What follows belongs to an exercise in optimizing a design on an open flow for small area and a short achievable clock period; a production flow would make more cautious choices. At most, simulation tests tie the RTL to the original design; equivalence was not proved. Only the layout flow was run in runs 2 and 3; the RTL was not checked for function there. Power figures rest on the tool's default switching activity, not on a simulated workload.

## flow/design.v (module list and top-level ports; edited modules follow where they fit)
// module fp32_mul: 2033 lines
// module fp32_mul_ones: 82 lines
// module fp32_mul_inc8: 6 lines
// module fp32_mul_and24: 16 lines
// module fp32_mul_and23: 17 lines
// module fp32_mul_nand3: 8 lines
// module fp32_mul_nand4: 9 lines
// module fp32_mul_nor3: 8 lines
// module fp32_mul_fa: 10 lines
// module fp32_mul_bsel: 9 lines
// module fp32_mul_bneg: 7 lines
// module fp32_mul_ha: 9 lines
module fp32_mul(
    input wire clk,
    input wire [31:0] a,         
    input wire [31:0] b,         
    input wire [2:0] rm,         
    output reg [31:0] result,    
    output wire nv,              
    output wire of,              
    output wire uf,              
    output wire nx               
);
  // ...
==> flow/flow/run.sh <==
#!/bin/bash
# The standard layout (synthesis included, unchanged), with the input and
# output port buffers that buffer_ports inserts taken as sky130_fd_sc_hd__buf_2
# instead of the delay-cell buffer it picks on its own, and with ORFS's power
# recovery (downsizing cells off the critical paths) after global routing.
set -euo pipefail
export BUFFER_PORTS_ARGS="-buffer_cell sky130_fd_sc_hd__buf_2"
export RECOVER_POWER=100
bash standard.sh > standard.log 2>&1
==> flow/standard.sh <==
#!/bin/bash
# synth_recipe.tcl (not shown) runs the flow's synth.tcl, then flattens the netlist and writes it again
# the make line also repeats each setting of config.mk as NAME=value (left out here)
make -C /OpenROAD-flow-scripts/flow DESIGN_CONFIG=/design/flow/config.mk WORK_HOME=/design/flow/orfs CLKGATE_MAP_FILE= SYNTH_SCRIPT=/design/flow/synth_recipe.tcl "${@:-finish}"
==> flow/config.mk <==
export PLATFORM = sky130hd
export DESIGN_NAME = fp32_mul
export DESIGN_NICKNAME = fp32_mul
export VERILOG_FILES = /design/flow/design.v
export SDC_FILE = /design/flow/constraint.sdc
export NUM_CORES = 4
export LEC_CHECK = 0
export CAP_MARGIN = 20
export CORE_MARGIN = 2
export CORE_UTILIZATION = 40
export CTS_CLUSTER_DIAMETER = 80
export CTS_CLUSTER_SIZE = 20
export SETUP_SLACK_MARGIN = 3.9
export SLEW_MARGIN = 20
export SYNTH_HIERARCHICAL = 1
==> flow/constraint.sdc <==
create_clock -name core_clock -period 8.2 [get_ports {clk}]
set_input_delay 1.6400 -clock core_clock [delete_from_list [all_inputs] [get_ports {clk}]]
set_output_delay 1.6400 -clock core_clock [all_outputs]
set_load 0.01 [all_outputs]
==> summary.txt, run 1 <==
Route
  – Met2 routed wirelength: 41600 um
  – Vias: 22200
  – Via density: 6.18
  – Uppermost layer routed: met4

Layout
  – Clock tree cell share of total cell area: 2.21%
  – Number of multi-input logic gates: 2193
  – Max-area cell class: multi-input combinational cells
  – Layout net count: 3174
  – Non-clk invs: 79
  – Share of layout cells above drive strength 1: 11.5%
  – Seq cells: 235
  – Largest regs: tc2 (32), ts2 (32)
  – Final non-filler cell total: 3594

Clock tree
  – Root buffer cell: clkbuf_16
  – Clk pin slew, worst setup/hold paths: 0.08 ns
  – Post_cts resized: 44

STA
  – Clock Skews: 0.0204 ns
  – Max Transition Viols Final: 52
  – Fin crit share: 71.1%
  – Post-layout minimum cycle time: 5.83 ns
  – Final worst slack: 2.37 ns

GRT
  – Total grt overflow: 0
  – Vias in the first global route: 22300
  – GRT Util Overall: 27.0%
  – GR Util met2: 43.2%
  – GR peak layer: met2
  – Global-route wire length before repair: 135000 um

Worst setup path
  – Worst r2r dst: tc2[24]
  – Worst R2R Path Depth: 7
  – R2R setup slack: 2.37 ns
  – WP depth: 7

Outcome
  – Status: complete, but fails checks
  – Fail Reasons: max-capacitance violations, max-slew violations

Floorplanning
  – Chip height: 255 um
  – Core box area: 0.0627 mm2
  – Die area: 0.0651 mm2

Flow run
  – Max_cap viols: 1

Power and ir drop
  – Top pwr grp: combinational cells
==> inputs of run 2 (changes only) <==
--- a/flow/design.v
+++ b/flow/design.v
@@ -49,16 +49,18 @@
     wire s0_invalid = a_snan | b_snan | (a_inf & b_zero) | (a_zero & b_inf);
     wire s0_is_nan = a_nan | b_nan | s0_invalid;
     wire s0_is_inf = ~s0_is_nan & (a_inf | b_inf);
     wire s0_is_zero = ~s0_is_nan & (a_zero | b_zero);
     wire s0_sign = a[31] ^ b[31];
     wire s0_m_rmm = (rm == 3'b100);
     wire s0_m_away = ((rm == 3'b010) & s0_sign) | ((rm == 3'b011) & ~s0_sign);
     wire s0_m_rne = (rm != 3'b001) & (rm != 3'b010) & (rm != 3'b011) & (rm != 3'b100);
+    wire [1:0] s0_md = {s0_m_rmm | s0_m_away, s0_m_rne | s0_m_away};
+    wire [1:0] s0_kind = {s0_is_nan | s0_is_inf, s0_is_nan | s0_is_zero};
     wire s0_one_sub = a_sub ^ b_sub;
     wire [4:0] s0_p = msb_index({9'b0, a_sub ? fa : fb});    
     wire [8:0] s0_esum = {1'b0, ea[7:1], ea[0] | a_sub} + {1'b0, eb[7:1], eb[0] | b_sub};
     wire [25:0] mbx = {2'b00, ~b_sub, fb, 1'b0};
     wire [12:0] s0_bneg, s0_bone, s0_btwo;
     genvar gd;
     generate
         for (gd = 0; gd < 13; gd = gd + 1) begin : g_booth
@@ -69,34 +71,31 @@
         end
     endgenerate
     reg [23:0] ma;
     reg [12:0] bneg, bone, btwo;    
     reg s1_one_sub;
     reg [4:0] s1_p;
     reg [8:0] s1_esum;
     reg s1_sign;
-    reg s1_m_rne, s1_m_rmm, s1_m_away;
-    reg s1_invalid, s1_is_nan, s1_is_inf, s1_is_zero;
+    reg [1:0] s1_md;
+    reg s1_invalid;
+    reg [1:0] s1_kind;
     always @(posedge clk) begin
         ma <= {~a_sub, fa};
         bneg <= s0_bneg;
         bone <= s0_bone;
         btwo <= s0_btwo;
         s1_one_sub <= s0_one_sub;
         s1_p <= s0_p;
         s1_esum <= s0_esum;
         s1_sign <= s0_sign;
-        s1_m_rne <= s0_m_rne;
-        s1_m_rmm <= s0_m_rmm;
-        s1_m_away <= s0_m_away;
+        s1_md <= s0_md;
         s1_invalid <= s0_invalid;
-        s1_is_nan <= s0_is_nan;
-        s1_is_inf <= s0_is_inf;
-        s1_is_zero <= s0_is_zero;
+        s1_kind <= s0_kind;
     end
     wire [4:0] sh_left = s1_one_sub ? s1_p : 5'd23;
     wire [9:0] sh_right = 10'd151 - {1'b0, s1_esum};
     wire right_pos = ~sh_right[9];
     wire right_wins = right_pos & (sh_right > {5'b0, sh_left});
     wire right_big = right_pos & (sh_right > 10'd49);
     wire [5:0] s1_rs = right_wins ? (right_big ? 6'd49 : sh_right[5:0]) : {1'b0, sh_left};
     wire [9:0] s1_exp_full = {1'b0, s1_esum} - (s1_one_sub ? 10'd150 - {5'b0, s1_p} : 10'd127);
@@ -1685,36 +1684,33 @@
     reg [LOW-1:0] plo2;
     reg [47:LOW] ts2;
     reg [47:LOW] tc2;
     reg clo2;
     reg [5:0] s2_rs;
     reg [7:0] s2_exp;
     reg s2_exp_le0, s2_exp_ge255, s2_exp_eq254;
     reg s2_sign;
-    reg s2_m_rne, s2_m_rmm, s2_m_away;
-    reg s2_invalid, s2_is_nan, s2_is_inf, s2_is_zero;
+    reg [1:0] s2_md;
+    reg s2_invalid;
+    reg [1:0] s2_kind;
     always @(posedge clk) begin
         plo2 <= plo[LOW-1:0];
         clo2 <= plo[LOW];
         ts2 <= ts[47:LOW];
         tc2 <= tc[47:LOW];
         s2_rs <= s1_rs;
         s2_exp <= s1_exp;
         s2_exp_le0 <= s1_exp_le0;
         s2_exp_ge255 <= s1_exp_ge255;
         s2_exp_eq254 <= s1_exp_eq254;
         s2_sign <= s1_sign;
-        s2_m_rne <= s1_m_rne;
-        s2_m_rmm <= s1_m_rmm;
-        s2_m_away <= s1_m_away;
+        s2_md <= s1_md;
         s2_invalid <= s1_invalid;
-        s2_is_nan <= s1_is_nan;
-        s2_is_inf <= s1_is_inf;
-        s2_is_zero <= s1_is_zero;
+        s2_kind <= s1_kind;
     end
     wire [47-LOW:0] hi_a = ts2;
     wire [47-LOW:0] hi_b = tc2;
     wire hi_ci = clo2;
     wire [48-LOW:0] hi_s;
     wire [31:0] hi_g0 = hi_a & hi_b;
     wire [31:0] hi_p0 = hi_a ^ hi_b;
     wire hi_G0 = hi_g0[1] | (hi_p0[1] & hi_g0[0]);
@@ -1969,50 +1965,53 @@
     wire s2_g = hi ? sig[2] : sig[1];
     wire s2_rest = hi ? (sig[1] | sig[0]) : sig[0];
     reg [23:0] s3_mant;
     reg s3_g, s3_rest;
     reg s3_hi;
     reg s3_sign;
     reg [7:0] s3_exp;
     reg s3_exp_le0, s3_exp_ge255, s3_exp_eq254;
-    reg s3_m_rne, s3_m_rmm, s3_m_away;
-    reg s3_invalid, s3_is_nan, s3_is_inf, s3_is_zero;
+    reg [1:0] s3_md;
+    reg s3_invalid;
+    reg [1:0] s3_kind;
     always @(posedge clk) begin
         s3_mant <= s2_mant;
         s3_g <= s2_g;
         s3_rest <= s2_rest;
         s3_hi <= hi;
         s3_sign <= s2_sign;
         s3_exp <= s2_exp_le0 ? 8'd0 : s2_exp;
         s3_exp_le0 <= s2_exp_le0;
         s3_exp_ge255 <= s2_exp_ge255;
         s3_exp_eq254 <= s2_exp_eq254;
-        s3_m_rne <= s2_m_rne;
-        s3_m_rmm <= s2_m_rmm;
-        s3_m_away <= s2_m_away;
+        s3_md <= s2_md;
         s3_invalid <= s2_invalid;
-        s3_is_nan <= s2_is_nan;
-        s3_is_inf <= s2_is_inf;
-        s3_is_zero <= s2_is_zero;
+        s3_kind <= s2_kind;
     end
     wire inexact = s3_g | s3_rest;
+    wire s3_m_rne = ~s3_md[1] & s3_md[0];
+    wire s3_m_rmm = s3_md[1] & ~s3_md[0];
+    wire s3_m_away = s3_md[1] & s3_md[0];
+    wire s3_is_nan = s3_kind[1] & s3_kind[0];
+    wire s3_is_inf = s3_kind[1] & ~s3_kind[0];
+    wire s3_is_zero = ~s3_kind[1] & s3_kind[0];
     wire round_up = (s3_m_rne & s3_g & (s3_mant[0] | s3_rest)) |
                     (s3_m_rmm & s3_g) |
                     (s3_m_away & (s3_hi ? s3_g : inexact));
     wire [24:0] all_below;
     fp32_mul_ones u_ones (.m(s3_mant), .ab(all_below));
     wire [23:0] mant_inc = s3_mant ^ all_below[23:0];
     wire [24:0] rounded = round_up ? {all_below[24], mant_inc} : {1'b0, s3_mant};
     wire mant_ones;
     fp32_mul_and24 u_and24 (.m(s3_mant), .y(mant_ones));
     wire round_carry = round_up & mant_ones;      
     wire carry = s3_hi | round_carry;
-    wire special = s3_is_nan | s3_is_inf | s3_is_zero;
-    wire of_to_max = ~(s3_m_rne | s3_m_rmm | s3_m_away);
+    wire special = s3_kind[1] | s3_kind[0];
+    wire of_to_max = ~s3_md[1] & ~s3_md[0];
     wire ovf_early = ~s3_exp_le0 & (s3_exp_ge255 | (s3_exp_eq254 & s3_hi));
     wire ovf_late = ~s3_exp_le0 & s3_exp_eq254 & ~s3_hi & round_carry;
     wire ovf = ovf_early | ovf_late;
     wire fixed = special | ovf_early;
     wire [7:0] fixed_exp = s3_is_zero & ~s3_is_nan & ~s3_is_inf ? 8'h00 :
                            (~special & of_to_max) ? 8'hfe : 8'hff;
     wire [22:0] fixed_mant = s3_is_nan ? 23'h400000 : (~special & of_to_max) ? {23{1'b1}} : 23'b0;
     wire [7:0] exp_up;
==> flow/flow/run.sh (replaced) <==
#!/bin/bash
# The standard layout (synthesis included, unchanged), with the input and
# output port buffers that buffer_ports inserts taken as sky130_fd_sc_hd__buf_2
# instead of the delay-cell buffer it picks on its own.
set -euo pipefail
export BUFFER_PORTS_ARGS="-buffer_cell sky130_fd_sc_hd__buf_2"
bash standard.sh > standard.log 2>&1
==> summary.txt, run 2 <==
Outcome
  – Status: finished clean (was complete, but fails checks)

Place
  – Post-placement cell area: 0.0273 mm2 (was 0.0269 mm2)
  – Post-placement setup slack: 2.97 ns (was 2.76 ns)
  – GP Congestion: 1.00 (was 0.981)
  – Buffers on Ports: 103 (unchanged)
  – Post-DP HPWL: 64100 um (was 61400 um)

GRT
  – GRT Util Overall: 27.7% (was 27.0%)
  – Global-route wire length before repair: 143000 um (was 135000 um)
  – Vias in the first global route: 23500 (was 22300)
  – Initial antenna violation count: 1 (unchanged)
  – Largest net degree at the start of global routing: 61 (was 52)
  – Total grt overflow: 0 (unchanged)

Clock tree
  – Clk pin slew, worst setup/hold paths: 0.08 ns (about the same)
  – H-Tree Depth: 1 (unchanged)
  – Root buffer cell: clkbuf_16 (unchanged)
  – Clock Latency Late Sink: 0.55 ns (was 0.53 ns)
  – CTS Buf Count: 18 (was 19)
  – CTS tree: built (unchanged)
  – CTS sink cnt: 229 (was 235)
  – Max Root-Sink Buffers: 3 (unchanged)

Route
  – Vias: 23200 (was 22200)
  – Via density: 6.33 (was 6.18)
  – WL/cell: 26.0 um (was 25.6 um)
  – Post-route ant nets: 0 (unchanged)
  – Pre-Repair DR Iteration Count: 6 (was 5)
  – DRC violations left: 0 (unchanged)
  – Initial DRC Count: 2314 (was 2154)
  – Routed WL: 95400 um (was 92100 um)

Worst setup path
  – FF-to-FF Start: ts2[20] (was bneg[11])
  – Crit end category: flip-flop (unchanged)
  – Crit start category: flip-flop (unchanged)
  – CP peak stage delay: 0.58 ns (was 2.23 ns)
  – Cell Chain, Critical Path: ha_1, nand4_1, o211ai_1, mux2i_1, nand2_1, o311ai_0, nor2_1, o211ai_1, nand2_2, a31oi_1, o2111ai_1 (was clkbuf_1, xor2_1, fa_1, fa_1, fa_1, fa_1, fa_1)
  – Crit-path max FO: 22 (was 51)
  – Most common cell on crit path: o211ai_1 (was fa_1)
  – Crit path max-delay cell type: o211ai_1 (was clkbuf_1)
  – Worst r2r dst: s3_rest (was tc2[24])
  – CP arrival: 4.66 ns (was 6.28 ns)
  – CP required: 8.56 ns (was 8.65 ns)
  – Worst Setup Path Type: flip-flop to flip-flop (unchanged)
  – R2R setup slack: 3.90 ns (was 2.37 ns)
  – Worst R2R Path Depth: 11 (was 7)

Layout
  – Commonest non-fill, non-tap cell in the layout: xor2_1 (unchanged)
  – Largest regs: tc2 (32), ts2 (32) (unchanged)
  – Commonest cells after routing, fill and taps aside: xor2_1 (354), a22o_1 (303), fa_1 (271) (was xor2_1 (353), a22o_1 (301), fa_1 (272))
  – Share of layout cells above drive strength 1: 14.6% (was 11.5%)
  – P&R area growth vs syn: 12.1% (was 12.8%)
  – Layout net count: 3249 (was 3174)
  – Fin area: 0.0288 mm2 (was 0.0285 mm2)
  – Antenna cells: 0 (unchanged)

STA
  – Max Transition Viols Final: 0 (was 52)
  – Final hold viol count: 0 (unchanged)
  – FMAX: 0.232 GHz (was 0.171 GHz)
  – Clock Skews: 0.0187 ns (was 0.0204 ns)
  – Relative slew slack: 35.3% (was -113%)
  – Sum Neg Setup Slack: 0 ns (unchanged)
  – Setup-failing EPs final: 0 (unchanged)
  – RSZ-0062 raised after global routing: yes (unchanged)
  – Final worst slack: 3.90 ns (was 2.37 ns)
  – Slew at the pin closest to its max-slew limit: 0.967 ns (was 3.20 ns)
  – Post-layout minimum cycle time: 4.30 ns (was 5.83 ns)
  – Fin crit share: 52.5% (was 71.1%)

Power and ir drop
  – VDD IR max: 0.342 mV (was 0.298 mV)
  – P_leak: 11.8 nW (was 11.5 nW)
  – Areal power density over the cells: 485 mW/mm2 (was 471 mW/mm2)

Synth
  – Synth Area per Inst: 9.64 um2 (was 9.76 um2)
  – Mapped cell area: 0.0257 mm2 (was 0.0252 mm2)
  – Yosys Warn Count: 10 (unchanged)
  – Mapped Cells: 2667 (was 2585)

Floorplanning
  – Row cnt: 92 (unchanged)
  – Initial Util: 40.6% (was 40.2%)
  – Chip height: 258 um (was 255 um)
  – Core box area: 0.0633 mm2 (was 0.0627 mm2)
  – DIE WIDTH: 258 um (was 255 um)
  – # IOs: 104 (unchanged)
  – Die area: 0.0663 mm2 (was 0.0651 mm2)

Flow run
  – Max_cap viols: 0 (was 1)

Hold path
  – Hold Crit Class: flip-flop to flip-flop (unchanged)
  – Hold Crit Depth: 0 (unchanged)
  – Endpoint of the worst hold-timing path: s3_md[0] (was s3_is_inf)
  – Hold path start: s2_md[0] (was s2_is_inf)
## run 2: cell count changes in the layout (fill, tap and decap cells not counted), sizes merged, moves of 11 or more
cell	delta
buf	+76
clkbuf	-74
mux2i	-38
nor3	+32
nand3	+26
nor2	+15
o31ai	+14
nor4	+11
## run 2: how the worst max path moves through the flow
stage / from / to
6_report: ts2[20] / s3_rest
2_1_floorplan: bneg[0] / plo2[15]
5_1_grt: ts2[20] / s3_rest
4_1_cts: ma[12] / plo2[15]
3_3_place_gp: a[28] / s1_esum[8]
3_5_place_dp: a[24] / s1_p[0]
## run 2: metrics by stage
stage / hold slack, ns / std cells / util (%) / power (mW)
floorplan: 0.310 / 2690 / - / 8.77
global placement: 0.310 / 3584 / 43.1 / 12.0
detailed placement: 0.312 / 3584 / 43.1 / 12.2
CTS: 0.325 / 3636 / 44.7 / 13.3
global route: 0.338 / 3667 / 45.5 / 15.1
finish: 0.321 / 3667 / 45.5 / 14.0
## run 2: repair_timing
action / CTS / global route
pin swaps: 11 / 14
setup buffers: 24 / 26
endpoints found under the setup margin: 49 / 48
cloned: 0 / 5
hold buffers: 0 / 0
hold endpoints to repair: 0 / 0
resized for setup: 62 / 48
## run 2: critical path: cells and delay by family (launching register included)
family / cells / cell delay [ns]
DFF: 1 / 0.33
muxes: 1 / 0.29
AOI/OAI and AO/OA: 5 / 1.96
adders and majority gates: 1 / 0.39
and+or+nand+nor: 4 / 1.15
## run 2: layout make-up
class                   count  area (um2)
fillers                  6119       34500
flip-flops and latches    229        4680
clock buffers              21         462
clock inverters             7         111
well taps                 846        1060
multi-input cells        2272       20600
inverters                  79         298
repair buffers            213        1620
## run 2: routing by layer
metal	up-vias	wire [um]	global-route usage (%)
met2	1332	43300	44.3
li1	10100	-	-
met3	320	8860	5.67
met1	11400	38500	36.2
met4	2	4670	12.3
met5	-	13	0
## run 2: report_power, final
part / internal [mW] / leakage (nW) / switching (mW)
clock network: 0.427 / 0.276 / 0.443
registers: 1.60 / 1.93 / 0.338
logic: 4.46 / 9.60 / 6.72
total: 6.49 / 11.8 / 7.50
==> inputs of run 3 (changes only) <==
--- a/flow/config.mk
+++ b/flow/config.mk
@@ -12,3 +12,3 @@
 export CTS_CLUSTER_SIZE = 20
-export SETUP_SLACK_MARGIN = 3.9
+export SETUP_SLACK_MARGIN = 4.0
 export SLEW_MARGIN = 20
==> summary.txt, run 3 <==
STA
  – Final hold slack: 0.325 ns (was 0.321 ns)
  – Final hold viol count: 0 (unchanged)
  – Fin crit share: 51.7% (was 52.5%)
  – Sum Neg Setup Slack: 0 ns (unchanged)
  – Clock Skews: 0.0217 ns (was 0.0187 ns)
  – Slew at the pin closest to its max-slew limit: 0.898 ns (was 0.967 ns)
  – Relative slew slack: 39.7% (was 35.3%)
  – RSZ-0062 raised after global routing: yes (unchanged)
  – Post-layout minimum cycle time: 4.24 ns (was 4.30 ns)
  – FMAX: 0.236 GHz (was 0.232 GHz)
  – Max Transition Viols Final: 0 (unchanged)
  – Setup-failing EPs final: 0 (unchanged)

Layout
  – Commonest cells after routing, fill and taps aside: xor2_1 (348), a22o_1 (302), fa_1 (268) (was xor2_1 (354), a22o_1 (303), fa_1 (271))
  – # fillers: 6017 (was 6119)
  – Largest regs: tc2 (32), ts2 (32) (unchanged)
  – Commonest non-fill, non-tap cell in the layout: xor2_1 (unchanged)
  – Layout net count: 3257 (was 3249)
  – P&R area growth vs syn: 13.3% (was 12.1%)
  – Share of layout cells above drive strength 1: 15.3% (was 14.6%)

Place
  – Buffers on Ports: 103 (unchanged)
  – Post-DP HPWL: 63100 um (was 64100 um)
  – GP Congestion: 0.963 (was 1.00)

GRT
  – Largest net degree at the start of global routing: 63 (was 61)
  – Vias in the first global route: 23300 (was 23500)
  – Total grt overflow: 0 (unchanged)
  – GRT Util Overall: 27.7% (about the same)
  – Global-route wire length before repair: 143000 um (about the same)
  – Initial antenna violation count: 3 (was 1)

Route
  – Post-route ant nets: 0 (unchanged)
  – DRC violations left: 0 (unchanged)
  – Routed WL: 95200 um (was 95400 um)
  – Initial DRC Count: 2574 (was 2314)
  – Vias: 23200 (about the same)
  – Pre-Repair DR Iteration Count: 5 (was 6)
  – Via density: 6.32 (was 6.33)
  – WL/cell: 25.9 um (was 26.0 um)

Synth
  – Yosys Warn Count: 10 (unchanged)
  – Synth Area per Inst: 9.64 um2 (unchanged)
  – Mapped Cells: 2667 (unchanged)
  – Mapped cell area: 0.0257 mm2 (unchanged)

Floorplanning
  – Die area: 0.0663 mm2 (unchanged)
  – Row cnt: 92 (unchanged)
  – # IOs: 104 (unchanged)
  – Initial Util: 40.6% (unchanged)
  – DIE WIDTH: 258 um (unchanged)
  – Chip height: 258 um (unchanged)
  – Core box area: 0.0633 mm2 (unchanged)

Clock tree
  – CTS sink cnt: 229 (unchanged)
  – Clock Latency Late Sink: 0.53 ns (was 0.55 ns)
  – Clk pin slew, worst setup/hold paths: 0.08 ns (about the same)
  – H-Tree Depth: 1 (unchanged)
  – Hold_buf cts: 0 (unchanged)
  – Max Root-Sink Buffers: 3 (unchanged)
  – CTS tree: built (unchanged)
  – CTS Buf Count: 18 (unchanged)
  – Root buffer cell: clkbuf_16 (unchanged)

Worst setup path
  – Worst Setup Path Type: flip-flop to flip-flop (unchanged)
  – Cell Chain, Critical Path: buf_12, a22o_1, xor2_2, fa_1, fa_1, fa_1, ha_4, ha_4, or3_4, o21ai_2, a21oi_2, a31oi_2, inv_1, fa_2, xor2_1 (was ha_1, nand4_1, o211ai_1, mux2i_1, nand2_1, o311ai_0, nor2_1, o211ai_1, nand2_2, a31oi_1, o2111ai_1)
  – Cell family with most CP delay: adder cells (was compound AO/OA/AOI/OAI gates)
  – Most common cell on crit path: fa_1 (was o211ai_1)
  – CP arrival: 4.66 ns (about the same)
  – Crit path max-delay cell type: fa_1 (was o211ai_1)
  – Crit start category: flip-flop (unchanged)
  – Crit end category: flip-flop (unchanged)
  – CP required: 8.62 ns (was 8.56 ns)
  – Crit-path max FO: 5 (was 22)
  – Worst path bufs/invs: 2 (was 0)
  – CP peak stage delay: 0.58 ns (about the same)

Flow run
  – Max_cap viols: 0 (unchanged)

Power and ir drop
  – P_leak: 11.9 nW (was 11.8 nW)
  – VDD IR max: 0.295 mV (was 0.342 mV)
  – Areal power density over the cells: 468 mW/mm2 (was 485 mW/mm2)

Hold path
  – Hold Crit Class: flip-flop to flip-flop (unchanged)

Outcome
  – Status: finished clean (unchanged)
==> run 3: path summary, 6_finish.rpt <==
| check | start | end | slack, ns | cells after the start |
|---|---|---|---|---|
| worst min-delay path | s2_md[0] | s3_md[0] | 0.33 | 0 |
| worst min register to register | s2_md[0] | s3_md[0] | 0.33 | 0 |
| worst max register to register | ma[11] | plo2[15] | 3.96 | 15 |
| worst max-delay path | ma[11] | plo2[15] | 3.96 | 15 |
==> run 3: metrics by stage <==
stage	setup slack (ns)	instance area [um2]	util, %	std cells	power, mW
after detailed placement	3.14	27200	43.0	3576	12.0
after global placement	3.15	27200	43.0	3576	11.8
after CTS	3.90	28500	45.0	3641	13.1
after global routing	3.86	29100	46.0	3676	14.8
final	3.96	29100	46.0	3677	13.6
after floorplan	4.00	25900	-	2690	8.77
==> run 3: timing repair <==
item,in CTS,in global routing
endpoints found under the hold margin,0,0
setup endpoints to repair,51,48
setup buffers,33,32
resized for setup,62,65
gates cloned,3,3
pin swaps,14,27
==> run 3: power by group <==
group	total [mW]	leakage [nW]	switching (mW)	internal, mW
clock network	0.883	0.278	0.440	0.442
logic	10.8	9.70	6.48	4.32
registers	1.96	1.93	0.354	1.60
==> run 3: routing by layer <==
layer  up-vias  part of all wire (%)  global-route usage (%)
met5         -                     0                       0
met2      1431                    45                    44.0
met3       306                    10                    6.03
li1      10200                     -                       -
met4         0                   4.7                    11.3
met1     11300                    40                    36.7
==> run 3: layout make-up <==
type,count,area [um2],share of cell area (%)
diodes,1,2.50,0.00859
clock inverters,7,97.6,0.335
flip-flops and latches,229,4700,16.2
repair buffers,221,1790,6.15
clock buffers,22,487,1.67
well taps,846,1060,3.63
multi-input cells,2272,20700,71.0
inverters,79,299,1.03
==> run 3: worst register-to-register path, cell delays in order (launching register included) <==
cell and delay, ns:
dfxtp_4 0.36, buf_12 0.14, a22o_1 0.26, xor2_2 0.16, fa_1 0.56, fa_1 0.45
fa_1 0.58, ha_4 0.23, ha_4 0.16, or3_4 0.36, o21ai_2 0.07, a21oi_2 0.06
a31oi_2 0.16, inv_1 0.08, fa_2 0.35, xor2_1 0.14

==> re-timing with driven ports <==
No port has a modelled driver above. Below, the same layouts with a new extraction and two added sets of constraints.
Step 1, drivers: a clkbuf_16 drives clk and a buf_2 each remaining input, both assumed.
Step 2 also shifts input and output timing later by t, the mid clock arrival at the registers, as if the neighbouring blocks saw the same clock.
Slacks: ideal / step 1 / step 2; pairs: ideal / step 1.
run | shift t [ns] | setup WS [ns] | worst setup path at the end
run 1 | 0.585 | 2.367 / 2.367 / 2.367 | register to register
run 2 | 0.593 | 3.896 / 3.896 / 3.731 | input to register
run 3 | 0.578 | 3.960 / 3.960 / 3.746 | input to register
For run 3, which loses most, drivers alone change the setup slack by 0.000 ns; drivers and shift together by -0.214 ns.
